Context: an optimization exercise on an open-source flow, tuned for small area. The choices shown serve that exercise and are no tape-out recipe.
Where RTL was checked, it was by simulation tests only, not by an equivalence proof against the original.
No activity file was given, so power comes from the tool's default toggle rates.

## codec_fsm
module codec_fsm #(
	parameter OVERSAMPLE 	= 250,
	parameter DATA_WIDTH 	= 32,
	parameter CHANNELS		= 2
)(
	input	wire 						xclk_i,
	input	wire						reset_n,
	input	wire	signed	[ 31:0 ] 	right_i,
	input	wire	signed	[ 31:0 ] 	left_i,
	output	wire	signed	[ 31:0 ]	right_o,
	output	wire	signed	[ 31:0 ]	left_o,
	output	wire						ready_o,
	output 	wire						bclk_o,
	output 	wire						daclrck_o,
	output	wire						dacdat_o,
	output	wire						adclrck_o,
	input	wire						adcdat_i
);
Size in the first run: about 420 cells after synthesis, roughly 140 flip-flops, ~140 I/O pins, roughly 4800 um^2 of cells after synthesis.
==> module codec_fsm, before the edit <==
module codec_fsm #(
	parameter OVERSAMPLE 	= 250,
	parameter DATA_WIDTH 	= 32,
	parameter CHANNELS		= 2
)(
	input	wire 						xclk_i,
	input	wire						reset_n,
	input	wire	signed	[ 31:0 ] 	right_i,
	input	wire	signed	[ 31:0 ] 	left_i,
	output	wire	signed	[ 31:0 ]	right_o,
	output	wire	signed	[ 31:0 ]	left_o,
	output	wire						ready_o,
	output 	wire						bclk_o,
	output 	wire						daclrck_o,
	output	wire						dacdat_o,
	output	wire						adclrck_o,
	input	wire						adcdat_i
);
	reg			half;
	reg [ 6:0 ]	cnt;
	reg			adc_d;				 
	reg [ 63:0 ]	sh;					 
	reg [ 31:0 ]	adc_left_reg, adc_right_reg;
	reg			load_q, hold_q, sh_q, hd_q;
	wire rst		= ~reset_n;
	wire		end_half	= ( cnt == 7'd124 );
	wire		half_n		= ~rst & ( half ^ end_half );
	wire [ 6:0 ]	cnt_n		= rst ? 7'd127 : end_half ? 7'd0 : cnt + 1'b1;
	always @( posedge xclk_i ) begin
		adc_d	<= adcdat_i;
		half	<= half_n;
		cnt		<= cnt_n;
	end
	wire load_n		= rst | ( half & ( cnt == 7'd123 ) );
	wire sh_n		= reset_n & ~cnt[6] & ~cnt[0];
	always @( posedge xclk_i ) begin
		load_q	<= load_n;
		hold_q	<= ~load_n;
		sh_q	<= sh_n;
		hd_q	<= ~load_n & ~sh_n;
	end
	wire adc_in = half ? adcdat_i : adc_d;
	always @( posedge xclk_i ) begin
		sh <= ( {64{load_q}} & { left_i, right_i } ) | ( {64{sh_q}} & { sh[62:0], adc_in } ) | ( {64{hd_q}} & sh );
	end
	wire out_load	= reset_n & load_q & half;
	wire out_hold	= rst | hold_q;
	always @( posedge xclk_i ) begin
		adc_left_reg	<= ( {32{out_load}} & sh[63:32] ) | ( {32{out_hold}} & adc_left_reg );
		adc_right_reg	<= ( {32{out_load}} & sh[31:0] ) | ( {32{out_hold}} & adc_right_reg );
	end
	assign dacdat_o		= ~cnt[6] & ( ( half & cnt[0] ) ? ( sh[62] & ~( cnt == 7'd63 ) ) : sh[63] );
	assign bclk_o		= cnt[0] ^ half;
	assign daclrck_o	= ~half;
	assign adclrck_o	= ~half;
	assign ready_o		= ~half & ( cnt == 7'd0 );
	assign left_o		= adc_left_reg;
	assign right_o		= adc_right_reg;
endmodule
clock: 5.0 ns
lec_check: 0
cap_margin: 20
core_margin: 2
core_utilization: 40
slew_margin: 20
standard.sh (not shown) runs the stock make flow with config.mk's settings and CLKGATE_MAP_FILE= SYNTH_SCRIPT=/design/flow/synth_recipe.tcl, a recipe that flattens the netlist after the stock synthesis.
==> flow/flow/run.sh <==
#!/bin/bash
# Standard ORFS layout with small port buffers and a clock tree built from
# small clock buffers without dummy balancing loads.
set -euo pipefail
export BUFFER_PORTS_ARGS="-buffer_cell sky130_fd_sc_hd__buf_1"
export CTS_ARGS="-sink_clustering_enable -repair_clock_nets -buf_list {sky130_fd_sc_hd__clkbuf_2 sky130_fd_sc_hd__clkbuf_4} -dont_use_dummy_load"
bash standard.sh > standard.log 2>&1
Next try:
==> flow/design.v (replaced) <==
module codec_fsm #(
	parameter OVERSAMPLE 	= 250,
	parameter DATA_WIDTH 	= 32,
	parameter CHANNELS		= 2
)(
	input	wire 						xclk_i,
	input	wire						reset_n,
	input	wire	signed	[ 31:0 ] 	right_i,
	input	wire	signed	[ 31:0 ] 	left_i,
	output	wire	signed	[ 31:0 ]	right_o,
	output	wire	signed	[ 31:0 ]	left_o,
	output	wire						ready_o,
	output 	wire						bclk_o,
	output 	wire						daclrck_o,
	output	wire						dacdat_o,
	output	wire						adclrck_o,
	input	wire						adcdat_i
);
	reg			half;
	reg [ 6:0 ]	cnt;
	reg			adc_d;				 
	reg [ 31:0 ]	sh_left, sh_right;		 
	reg [ 31:0 ]	adc_left_reg, adc_right_reg;
	wire rst		= ~reset_n;
	wire end_half	= ( cnt == 7'd124 );
	wire in_reset	= ( cnt == 7'd127 );
	wire start		= ( half & end_half ) | in_reset;	 
	wire first64	= ~cnt[6];
	wire shift_l	= ~half & first64 & cnt[0];
	wire shift_r	= half & first64 & cnt[0];
	always @( posedge xclk_i ) begin
		adc_d <= adcdat_i;
		if( rst ) begin
			half	<= 1'b0;
			cnt		<= 7'd127;
		end
		else if( end_half ) begin
			half	<= ~half;
			cnt		<= 7'd0;
		end
		else begin
			cnt		<= cnt + 1'b1;
		end
	end
	wire load		= reset_n & start;
	wire sl			= reset_n & shift_l;
	wire sr			= reset_n & shift_r;
	always @( posedge xclk_i ) begin
		if( rst | load | sl )
			sh_left		<= ( {32{load}} & left_i ) | ( {32{sl}} & { sh_left[30:0], adc_d } );
		if( rst | load | sr )
			sh_right	<= ( {32{load}} & right_i ) | ( {32{sr}} & { sh_right[30:0], adcdat_i } );
	end
	always @( posedge xclk_i ) begin
		if( load ) begin
			adc_left_reg	<= sh_left;
			adc_right_reg	<= sh_right;
		end
	end
	assign bclk_o		= cnt[0] ^ half;
	assign daclrck_o	= ~half;
	assign adclrck_o	= ~half;
	assign ready_o		= ~half & ( cnt == 7'd0 );
	assign dacdat_o		= half ? ( ( cnt[0] ? sh_right[30] : sh_right[31] ) & ( cnt < 7'd63 ) ) : ( sh_left[31] & first64 );
	assign left_o		= adc_left_reg;
	assign right_o		= adc_right_reg;
endmodule
After rerunning: Maximum frequency hardly moves. Combinational power climbs by 66%. Non-clock buffer count climbs by 1. Count of clock-buffer cells in the layout stays the same. Power climbs by about 26%.
For the second run of this note, only the layout was checked, not whether the RTL still works.

-- static timing again, ports no longer ideal --
No port has a modelled driver above. Below, the same layouts with a new extraction and two added sets of constraints. Step 1 (the two cells are an assumption about what drives the block):
set clk [get_ports {xclk_i}]
set_driving_cell -lib_cell sky130_fd_sc_hd__clkbuf_16 $clk
set_driving_cell -lib_cell sky130_fd_sc_hd__buf_2 [delete_from_list [all_inputs] $clk]
Step 2 times the ports against the registers' clock, not the clock port: input delays grow and output delays shrink by t, the midpoint of the rising clock arrivals with the driver on. Three values: ideal, step 1, step 2; two values: the first two.
run | shift t [ns] | setup slack, ns | latest minus earliest clock arrival (ns) | slew at the worst register clock pin (ns) | worst slew at a driven data input, ns
the first run | 0.524 | 2.061 / 2.030 / 1.963 | 0.038 / 0.038 | 0.11 / 0.11 | 0.06
the second run | 0.531 | 2.056 / 2.028 / 1.855 | 0.030 / 0.030 | 0.11 / 0.11 | 0.06
After both steps every run listed still meets setup and hold. The setup slack of the second run, which loses most, moves by -0.028 ns with the drivers and by -0.201 ns with both steps.
